What follows belongs to an exercise in optimizing a design on an open flow for small area and a short achievable clock period; a production flow would make more cautious choices.
Where RTL was checked, it was by simulation tests only, not by an equivalence proof against the original.
Power figures rest on the tool's default switching activity, not on a simulated workload.

==> module Microprocessor, before the edit <==
module Microprocessor(
    input        clk_in,
    input        clr,
    input  [7:0] instruction,
    output [7:0] counter2,
    output [6:0] seg1,
    output [6:0] seg2,
    output [6:0] seg3,
    output [6:0] seg4,
    output [6:0] seg5,
    output [6:0] seg6
    );
  wire [1:0] op = instruction[7:6];
  wire [1:0] rs = instruction[5:4];
  wire [1:0] rt = instruction[3:2];
  wire [1:0] fi = instruction[1:0];
  wire [7:0] imm = {{6{fi[1]}}, fi};
  wire op_add  = (op == 2'b00);
  wire op_load = (op == 2'b01);
  wire op_st   = (op == 2'b10);
  wire op_br   = (op == 2'b11);
  reg [7:0] pc;
  reg [7:0] r0, r1, r2, r3;
  reg [7:0] mem [0:31];
  reg [7:0] ra, rb;
  always @(*) begin
    case (rs)
      2'd0: ra = r0;
      2'd1: ra = r1;
      2'd2: ra = r2;
      default: ra = r3;
    endcase
    case (rt)
      2'd0: rb = r0;
      2'd1: rb = r1;
      2'd2: rb = r2;
      default: rb = r3;
    endcase
  end
  wire [7:0] la  = ra + imm;
  wire [7:0] sum = ra + rb;
  wire [7:0] alu = op[0] ^ op[1] ? la : sum;
  wire [2:0] lo  = {1'b0, ra[1:0]} + {1'b0, fi};
  wire       c0  = lo[2];
  wire       cp1 = c0 & ~fi[1];
  wire       cz  = ~(c0 ^ fi[1]);
  wire       cm1 = ~c0 & fi[1];
  wire [9:0] q;
  assign q[0] = (ra[7:2] == 6'h3f);
  genvar gi;
  generate
    for (gi = 0; gi <= 8; gi = gi + 1) begin : g_q
      assign q[gi+1] = (ra[7:2] == gi);
    end
  endgenerate
  wire [7:0] p2;    
  generate
    for (gi = 0; gi < 8; gi = gi + 1) begin : g_p2
      assign p2[gi] = (cz & q[gi+1]) | (cp1 & q[gi]) | (cm1 & q[gi+2]);
    end
  endgenerate
  wire [3:0] p1;    
  generate
    for (gi = 0; gi < 4; gi = gi + 1) begin : g_p1
      assign p1[gi] = (lo[1:0] == gi);
    end
  endgenerate
  wire [31:0] sel;
  generate
    for (gi = 0; gi < 32; gi = gi + 1) begin : g_sel
      assign sel[gi] = p1[gi % 4] & p2[gi / 4];
    end
  endgenerate
  reg [7:0] ld;
  integer k;
  always @(*) begin
    ld = 8'd0;
    for (k = 0; k < 32; k = k + 1)
      ld = ld | ({8{sel[k]}} & mem[k]);
  end
  reg [7:0] disp;
  always @(*) begin
    case (op)
      2'b00: disp = sum;
      2'b01: disp = ld;
      2'b10: disp = rb;
      default: disp = 8'd0;
    endcase
  end
  wire [7:0] value = op[0] ? ld : sum;
  wire [1:0] wreg = op[0] ? rt : fi;
  always @(posedge clk_in or posedge clr) begin
    if (clr) begin
      pc <= 8'd0;
      r0 <= 8'd0;
      r1 <= 8'd0;
      r2 <= 8'd0;
      r3 <= 8'd0;
    end else begin
      pc <= pc + (op_br ? imm : 8'd0) + 8'd1;
      if (~op[1] && wreg == 2'd0) r0 <= value;
      if (~op[1] && wreg == 2'd1) r1 <= value;
      if (~op[1] && wreg == 2'd2) r2 <= value;
      if (~op[1] && wreg == 2'd3) r3 <= value;
    end
  end
  generate
    for (gi = 0; gi < 32; gi = gi + 1) begin : g_mem
      localparam [7:0] RV = (gi < 16) ? gi : (8'd0 - (gi - 16));
      reg [7:0] mx;
      always @(posedge clk_in or posedge clr) begin
        if (clr)
          mx <= 8'd0;
        else if (op_st && sel[gi])
          mx <= rb ^ RV;
      end
      always @(*) mem[gi] = mx ^ RV;
    end
  endgenerate
  assign counter2 = pc - 8'd1;
  bcd_to_7 u_seg1(.bcd(disp[7:4]), .seg(seg1));
  bcd_to_7 u_seg2(.bcd(disp[3:0]), .seg(seg2));
  bcd_to_7 u_seg3(.bcd(pc[7:4]),   .seg(seg3));
  bcd_to_7 u_seg4(.bcd(pc[3:0]),   .seg(seg4));
  bcd_to_7 u_seg5(.bcd(alu[7:4]),  .seg(seg5));
  bcd_to_7 u_seg6(.bcd(alu[3:0]),  .seg(seg6));
endmodule
export LEC_CHECK = 0
export CAP_MARGIN = 0
export CORE_MARGIN = 2
export CORE_UTILIZATION = 60
export SETUP_SLACK_MARGIN = 2.5
export SLEW_MARGIN = 0
create_clock -name core_clock -period 9.0 [get_ports {clk_in}]
standard.sh (not shown) runs the stock make flow with config.mk's settings and CLKGATE_MAP_FILE= SYNTH_SCRIPT=/design/flow/synth_recipe.tcl, a recipe that flattens the netlist after the stock synthesis.
==> flow/flow/run.sh <==
#!/bin/bash
# Layout flow: the standard synthesis, then the combinational logic is
# re-mapped by ABC (flip-flops untouched: same instances, names and cells),
# then the standard layout from floorplan to finish.
set -euo pipefail
W=$(pwd)
R=$W/orfs/results/sky130hd/Microprocessor/base
LIB=$FLOW_HOME/platforms/sky130hd/lib/sky130_fd_sc_hd__tt_025C_1v80.lib
EXTRA=()
[[ -f flow/make_args.txt ]] && mapfile -t EXTRA < flow/make_args.txt

bash standard.sh "${EXTRA[@]}" synth > synth_std.log 2>&1

# combinational cell models from the liberty file
python3 flow/gen_cells.py $LIB > comb_cells.v

DU=""
for c in $(sed -n '/DONT_USE_CELLS += /,/^#/p' $FLOW_HOME/platforms/sky130hd/config.mk | grep -o 'sky130_fd_sc_hd__[a-z0-9_]*'); do
  DU="$DU -dont_use $c"
done

cp $R/1_2_yosys.v $R/1_2_yosys_std.v
cat > resynth.ys <<EOY
read_verilog comb_cells.v
read_liberty -lib -ignore_redef $LIB
read_verilog $R/1_2_yosys_std.v
hierarchy -top $FLOW_TOP
flatten
hierarchy -top $FLOW_TOP
read_liberty -lib -ignore_redef $LIB
opt -purge
techmap
opt -fast
abc -script $W/flow/resyn.abc $(cat flow/abc_args.txt 2>/dev/null || true) -liberty $LIB $DU
opt_clean -purge
hilomap -singleton -hicell sky130_fd_sc_hd__conb_1 HI -locell sky130_fd_sc_hd__conb_1 LO
splitnets
opt_clean -purge
insbuf -buf sky130_fd_sc_hd__buf_4 A X
check -assert -mapped
tee -o resynth_stat.txt stat -liberty $LIB
write_verilog -noattr -noexpr -nohex -nodec $W/resynth_out.v
EOY
yosys -s resynth.ys > resynth.log 2>&1
cp $W/resynth_out.v $R/1_2_yosys.v
rm -f $R/1_synth.odb $R/1_synth.sdc

bash standard.sh "${EXTRA[@]}" finish > layout.log 2>&1
Other scripts of this flow, unchanged in this note and not shown: flow/flow/abc_args.txt, flow/flow/gen_cells.py, flow/flow/make_args.txt, flow/flow/resyn.abc
Edit:
--- a/flow/design.v
+++ b/flow/design.v
@@ -68,18 +68,32 @@
   wire [2:0] lo  = {1'b0, ra[1:0]} + {1'b0, fi};
   wire       c0  = lo[2];
   wire       cp1 = c0 & ~fi[1];
   wire       cz  = ~(c0 ^ fi[1]);
   wire       cm1 = ~c0 & fi[1];
-  wire [9:0] q;
-  assign q[0] = (ra[7:2] == 6'h3f);
+  function [9:0] qdec(input [7:0] r);
+    integer j;
+    begin
+      qdec[0] = (r[7:2] == 6'h3f);
+      for (j = 0; j <= 8; j = j + 1)
+        qdec[j+1] = (r[7:2] == j);
+    end
+  endfunction
+  wire [9:0] q0 = qdec(r0);
+  wire [9:0] q1 = qdec(r1);
+  wire [9:0] q2 = qdec(r2);
+  wire [9:0] q3 = qdec(r3);
+  reg  [9:0] q;
+  always @(*) begin
+    case (rs)
+      2'd0: q = q0;
+      2'd1: q = q1;
+      2'd2: q = q2;
+      default: q = q3;
+    endcase
+  end
   genvar gi;
-  generate
-    for (gi = 0; gi <= 8; gi = gi + 1) begin : g_q
-      assign q[gi+1] = (ra[7:2] == gi);
-    end
-  endgenerate
   wire [7:0] p2;    
   generate
     for (gi = 0; gi < 8; gi = gi + 1) begin : g_p2
       assign p2[gi] = (cz & q[gi+1]) | (cp1 & q[gi]) | (cm1 & q[gi+2]);
     end
@@ -88,23 +102,24 @@
   generate
     for (gi = 0; gi < 4; gi = gi + 1) begin : g_p1
       assign p1[gi] = (lo[1:0] == gi);
     end
   endgenerate
-  wire [31:0] sel;
-  generate
-    for (gi = 0; gi < 32; gi = gi + 1) begin : g_sel
-      assign sel[gi] = p1[gi % 4] & p2[gi / 4];
+  reg [7:0] grp [0:7];
+  reg [7:0] ld;
+  integer g, j;
+  always @(*) begin
+    for (g = 0; g < 8; g = g + 1) begin
+      grp[g] = 8'd0;
+      for (j = 0; j < 4; j = j + 1)
+        grp[g] = grp[g] | ({8{p1[j]}} & mem[4*g+j]);
     end
-  endgenerate
-  reg [7:0] ld;
-  integer k;
-  always @(*) begin
     ld = 8'd0;
-    for (k = 0; k < 32; k = k + 1)
-      ld = ld | ({8{sel[k]}} & mem[k]);
+    for (g = 0; g < 8; g = g + 1)
+      ld = ld | ({8{p2[g]}} & grp[g]);
   end
+  wire st_ok = op_st & (la[7:5] == 3'b000);
   reg [7:0] disp;
   always @(*) begin
     case (op)
       2'b00: disp = sum;
       2'b01: disp = ld;
@@ -130,18 +145,16 @@
     end
   end
   generate
     for (gi = 0; gi < 32; gi = gi + 1) begin : g_mem
       localparam [7:0] RV = (gi < 16) ? gi : (8'd0 - (gi - 16));
-      reg [7:0] mx;
       always @(posedge clk_in or posedge clr) begin
         if (clr)
-          mx <= 8'd0;
-        else if (op_st && sel[gi])
-          mx <= rb ^ RV;
+          mem[gi] <= RV;
+        else if (st_ok && la[4:0] == gi)
+          mem[gi] <= rb;
       end
-      always @(*) mem[gi] = mx ^ RV;
     end
   endgenerate
   assign counter2 = pc - 8'd1;
   bcd_to_7 u_seg1(.bcd(disp[7:4]), .seg(seg1));
   bcd_to_7 u_seg2(.bcd(disp[3:0]), .seg(seg2));
After rerunning: Maximum frequency grows by 3.4%; critical path depth is unchanged; non-clock buffer count shrinks by 3; global-route usage shrinks by 5.2 points; final area grows by about 1.2%; combinational power shrinks by 6.7%; clock-buffer cell count shrinks by 1.
For the first run of this note, only the layout was checked, not whether the RTL still works.

* * *

The RTL this note starts from:
==> flow/design.v <==
module bcd_to_7(
    input  [3:0] bcd,
    output reg [6:0] seg
    );
  always @(*) begin
    case (bcd)
      4'd0:  seg = 7'b0111111;
      4'd1:  seg = 7'b0000110;
      4'd2:  seg = 7'b1011011;
      4'd3:  seg = 7'b1001111;
      4'd4:  seg = 7'b1100110;
      4'd5:  seg = 7'b1101101;
      4'd6:  seg = 7'b1111101;
      4'd7:  seg = 7'b0000111;
      4'd8:  seg = 7'b1111111;
      4'd9:  seg = 7'b1101111;
      4'd10: seg = 7'b1110111;
      4'd11: seg = 7'b1111100;
      4'd12: seg = 7'b0111001;
      4'd13: seg = 7'b1011110;
      4'd14: seg = 7'b1111001;
      default: seg = 7'b1110001;
    endcase
  end
endmodule
module Microprocessor(
    input        clk_in,
    input        clr,
    input  [7:0] instruction,
    output [7:0] counter2,
    output [6:0] seg1,
    output [6:0] seg2,
    output [6:0] seg3,
    output [6:0] seg4,
    output [6:0] seg5,
    output [6:0] seg6
    );
  wire [1:0] op = instruction[7:6];
  wire [1:0] rs = instruction[5:4];
  wire [1:0] rt = instruction[3:2];
  wire [1:0] fi = instruction[1:0];
  wire [7:0] imm = {{6{fi[1]}}, fi};
  wire op_add  = (op == 2'b00);
  wire op_load = (op == 2'b01);
  wire op_st   = (op == 2'b10);
  wire op_br   = (op == 2'b11);
  reg [7:0] pc;
  reg [7:0] r0, r1, r2, r3;
  reg [7:0] mem [0:31];
  reg [7:0] ra, rb;
  always @(*) begin
    case (rs)
      2'd0: ra = r0;
      2'd1: ra = r1;
      2'd2: ra = r2;
      default: ra = r3;
    endcase
    case (rt)
      2'd0: rb = r0;
      2'd1: rb = r1;
      2'd2: rb = r2;
      default: rb = r3;
    endcase
  end
  wire [7:0] la  = ra + imm;
  wire [7:0] sum = ra + rb;
  wire [7:0] alu = op[0] ^ op[1] ? la : sum;
  wire [2:0] lo  = {1'b0, ra[1:0]} + {1'b0, fi};
  wire       c0  = lo[2];
  wire       cp1 = c0 & ~fi[1];
  wire       cz  = ~(c0 ^ fi[1]);
  wire       cm1 = ~c0 & fi[1];
  wire [9:0] q;
  assign q[0] = (ra[7:2] == 6'h3f);
  genvar gi;
  generate
    for (gi = 0; gi <= 8; gi = gi + 1) begin : g_q
      assign q[gi+1] = (ra[7:2] == gi);
    end
  endgenerate
  wire [7:0] p2;    
  generate
    for (gi = 0; gi < 8; gi = gi + 1) begin : g_p2
      assign p2[gi] = (cz & q[gi+1]) | (cp1 & q[gi]) | (cm1 & q[gi+2]);
    end
  endgenerate
  wire [3:0] p1;    
  generate
    for (gi = 0; gi < 4; gi = gi + 1) begin : g_p1
      assign p1[gi] = (lo[1:0] == gi);
    end
  endgenerate
  wire [31:0] sel;
  generate
    for (gi = 0; gi < 32; gi = gi + 1) begin : g_sel
      assign sel[gi] = p1[gi % 4] & p2[gi / 4];
    end
  endgenerate
  reg [7:0] ld;
  integer k;
  always @(*) begin
    ld = 8'd0;
    for (k = 0; k < 32; k = k + 1)
      ld = ld | ({8{sel[k]}} & mem[k]);
  end
  reg [7:0] disp;
  always @(*) begin
    case (op)
      2'b00: disp = sum;
      2'b01: disp = ld;
      2'b10: disp = rb;
      default: disp = 8'd0;
    endcase
  end
  wire [7:0] value = op[0] ? ld : sum;
  wire [1:0] wreg = op[0] ? rt : fi;
  always @(posedge clk_in or posedge clr) begin
    if (clr) begin
      pc <= 8'd0;
      r0 <= 8'd0;
      r1 <= 8'd0;
      r2 <= 8'd0;
      r3 <= 8'd0;
    end else begin
      pc <= pc + (op_br ? imm : 8'd0) + 8'd1;
      if (~op[1] && wreg == 2'd0) r0 <= value;
      if (~op[1] && wreg == 2'd1) r1 <= value;
      if (~op[1] && wreg == 2'd2) r2 <= value;
      if (~op[1] && wreg == 2'd3) r3 <= value;
    end
  end
  generate
    for (gi = 0; gi < 32; gi = gi + 1) begin : g_mem
      localparam [7:0] RV = (gi < 16) ? gi : (8'd0 - (gi - 16));
      always @(posedge clk_in or posedge clr) begin
        if (clr)
          mem[gi] <= RV;
        else if (op_st && sel[gi])
          mem[gi] <= rb;
      end
    end
  endgenerate
  assign counter2 = pc - 8'd1;
  bcd_to_7 u_seg1(.bcd(disp[7:4]), .seg(seg1));
  bcd_to_7 u_seg2(.bcd(disp[3:0]), .seg(seg2));
  bcd_to_7 u_seg3(.bcd(pc[7:4]),   .seg(seg3));
  bcd_to_7 u_seg4(.bcd(pc[3:0]),   .seg(seg4));
  bcd_to_7 u_seg5(.bcd(alu[7:4]),  .seg(seg5));
  bcd_to_7 u_seg6(.bcd(alu[3:0]),  .seg(seg6));
endmodule
clock: 9.0 ns
lec_check: 0
cap_margin: 0
core_margin: 2
core_utilization: 60
setup_slack_margin: 2.5
slew_margin: 0
tns_end_percent: 10
==> flow/flow/abc_args.txt <==
==> flow/flow/gen_cells.py <==
# Writes a Verilog model of every combinational cell of a liberty file (its
# output functions as assigns), so yosys can re-map the combinational logic.
import re, sys
t = open(sys.argv[1]).read()
def block(s, start):
    d = 1; i = start
    while d:
        c = s[i]
        if c == '{': d += 1
        elif c == '}': d -= 1
        i += 1
    return s[start:i]
def conv(f):
    f = f.replace('!', '~')
    f = re.sub(r'(\w)\s+(?=[\w(~])', r'\1&', f)
    f = re.sub(r'\)\s+(?=[\w(~])', r')&', f)
    return f.replace('*', '&').replace('+', '|')
out = []
for m in re.finditer(r'\n\s*cell\s*\(\s*"?(\w+)"?\s*\)\s*\{', t):
    body = block(t, m.end())
    if re.search(r'\b(ff|latch|statetable)\s*\(', body):
        continue
    pins = []
    for pm in re.finditer(r'\n\s*pin\s*\(\s*"?(\w+)"?\s*\)\s*\{', body):
        pb = block(body, pm.end())
        dm = re.search(r'direction\s*:\s*"?(\w+)', pb)
        fm = re.search(r'\bfunction\s*:\s*"([^"]*)"', pb)
        pins.append((pm.group(1), dm.group(1) if dm else None, fm.group(1) if fm else None))
    outs = [p for p in pins if p[1] == 'output']
    ins = [p for p in pins if p[1] == 'input']
    if not outs or any(o[2] is None for o in outs):
        continue
    decl = ', '.join(['input ' + p[0] for p in ins] + ['output ' + p[0] for p in outs])
    s = 'module %s(%s);\n' % (m.group(1), decl)
    for o in outs:
        s += '  assign %s = %s;\n' % (o[0], conv(o[2]))
    out.append(s + 'endmodule\n')
sys.stdout.write(''.join(out))
==> flow/flow/make_args.txt <==
ADDER_MAP_FILE=
BUFFER_PORTS_ARGS=-buffer_cell sky130_fd_sc_hd__buf_1
CTS_ARGS=-sink_clustering_enable -repair_clock_nets -dont_use_dummy_load -buf_list sky130_fd_sc_hd__clkbuf_16 -sink_clustering_size 26 -sink_clustering_max_diameter 70
==> flow/flow/resyn.abc <==
strash
&get -n
&st
&syn2
&dch
&nf -R 1000
&put
Scripts as last shown in full above: flow/flow/run.sh
Rerun with:
--- a/flow/design.v
+++ b/flow/design.v
@@ -70,14 +70,28 @@
   wire       cp1 = c0 & ~fi[1];
   wire       cz  = ~(c0 ^ fi[1]);
   wire       cm1 = ~c0 & fi[1];
-  wire [9:0] q;
-  assign q[0] = (ra[7:2] == 6'h3f);
+  function [9:0] qdec(input [7:0] r);
+    integer j;
+    begin
+      qdec[0] = (r[7:2] == 6'h3f);
+      for (j = 0; j <= 8; j = j + 1)
+        qdec[j+1] = (r[7:2] == j);
+    end
+  endfunction
+  wire [9:0] q0 = qdec(r0);
+  wire [9:0] q1 = qdec(r1);
+  wire [9:0] q2 = qdec(r2);
+  wire [9:0] q3 = qdec(r3);
+  reg  [9:0] q;
+  always @(*) begin
+    case (rs)
+      2'd0: q = q0;
+      2'd1: q = q1;
+      2'd2: q = q2;
+      default: q = q3;
+    endcase
+  end
   genvar gi;
-  generate
-    for (gi = 0; gi <= 8; gi = gi + 1) begin : g_q
-      assign q[gi+1] = (ra[7:2] == gi);
-    end
-  endgenerate
   wire [7:0] p2;    
   generate
     for (gi = 0; gi < 8; gi = gi + 1) begin : g_p2
@@ -90,19 +104,20 @@
       assign p1[gi] = (lo[1:0] == gi);
     end
   endgenerate
-  wire [31:0] sel;
-  generate
-    for (gi = 0; gi < 32; gi = gi + 1) begin : g_sel
-      assign sel[gi] = p1[gi % 4] & p2[gi / 4];
+  reg [7:0] grp [0:7];
+  reg [7:0] ld;
+  integer g, j;
+  always @(*) begin
+    for (g = 0; g < 8; g = g + 1) begin
+      grp[g] = 8'd0;
+      for (j = 0; j < 4; j = j + 1)
+        grp[g] = grp[g] | ({8{p1[j]}} & mem[4*g+j]);
     end
-  endgenerate
-  reg [7:0] ld;
-  integer k;
-  always @(*) begin
     ld = 8'd0;
-    for (k = 0; k < 32; k = k + 1)
-      ld = ld | ({8{sel[k]}} & mem[k]);
+    for (g = 0; g < 8; g = g + 1)
+      ld = ld | ({8{p2[g]}} & grp[g]);
   end
+  wire st_ok = op_st & (la[7:5] == 3'b000);
   reg [7:0] disp;
   always @(*) begin
     case (op)
@@ -132,12 +147,14 @@
   generate
     for (gi = 0; gi < 32; gi = gi + 1) begin : g_mem
       localparam [7:0] RV = (gi < 16) ? gi : (8'd0 - (gi - 16));
+      reg [7:0] mx;
       always @(posedge clk_in or posedge clr) begin
         if (clr)
-          mem[gi] <= RV;
-        else if (op_st && sel[gi])
-          mem[gi] <= rb;
+          mx <= 8'd0;
+        else if (st_ok && la[4:0] == gi)
+          mx <= rb ^ RV;
       end
+      always @(*) mem[gi] = mx ^ RV;
     end
   endgenerate
   assign counter2 = pc - 8'd1;
Result: The new run ran to the end with no violations. Critical path depth rose by 1. Maximum frequency rose by a few percent. Global-route usage fell by 2.0 points. Sequential power fell by a little under a tenth. Clock power fell slightly. Total power rose by a few percent. Hold slack stays flat. Non-clock buffer count fell by 5. Area after synthesis rose slightly. Worst setup slack improves by 0.37 ns. Flip-flop and latch count stays the same.
Function not checked in the second run of this note: the RTL went through the layout flow alone.

==> re-timing with driven ports <==
Ports are ideal in the flow. The routed layouts listed here were re-timed in OpenROAD. Step 1: set_driving_cell puts a clkbuf_16 on clk_in and a buf_2 on each other input, an assumption about the parent block. Step 2 times the ports against the registers' clock, not the clock port: input delays grow and output delays shrink by t, the midpoint of the rising clock arrivals with the driver on. Slacks: ideal ports / drivers / drivers and shift; pairs: ideal ports / drivers.
| run | shift t [ns] | setup WS [ns] | worst data-port slew with drivers (ns) | cell pins on the clock port's net |
|---|---|---|---|---|
| the first run of note 1 | 0.555 | 1.266 / 1.216 / 1.216 | 0.05 | 1 |
| the second run of note 1 | 0.557 | 1.518 / 1.466 / 1.466 | 0.05 | 1 |
| the first run of note 2 | 0.553 | 1.119 / 1.054 / 1.054 | 0.06 | 1 |
| the second run of note 2 | 0.552 | 1.490 / 1.440 / 1.440 | 0.05 | 1 |
After both steps setup and hold are still met in every run listed. For the first run of note 2, which loses most, drivers alone change the setup slack by -0.065 ns; drivers and shift together by -0.065 ns.
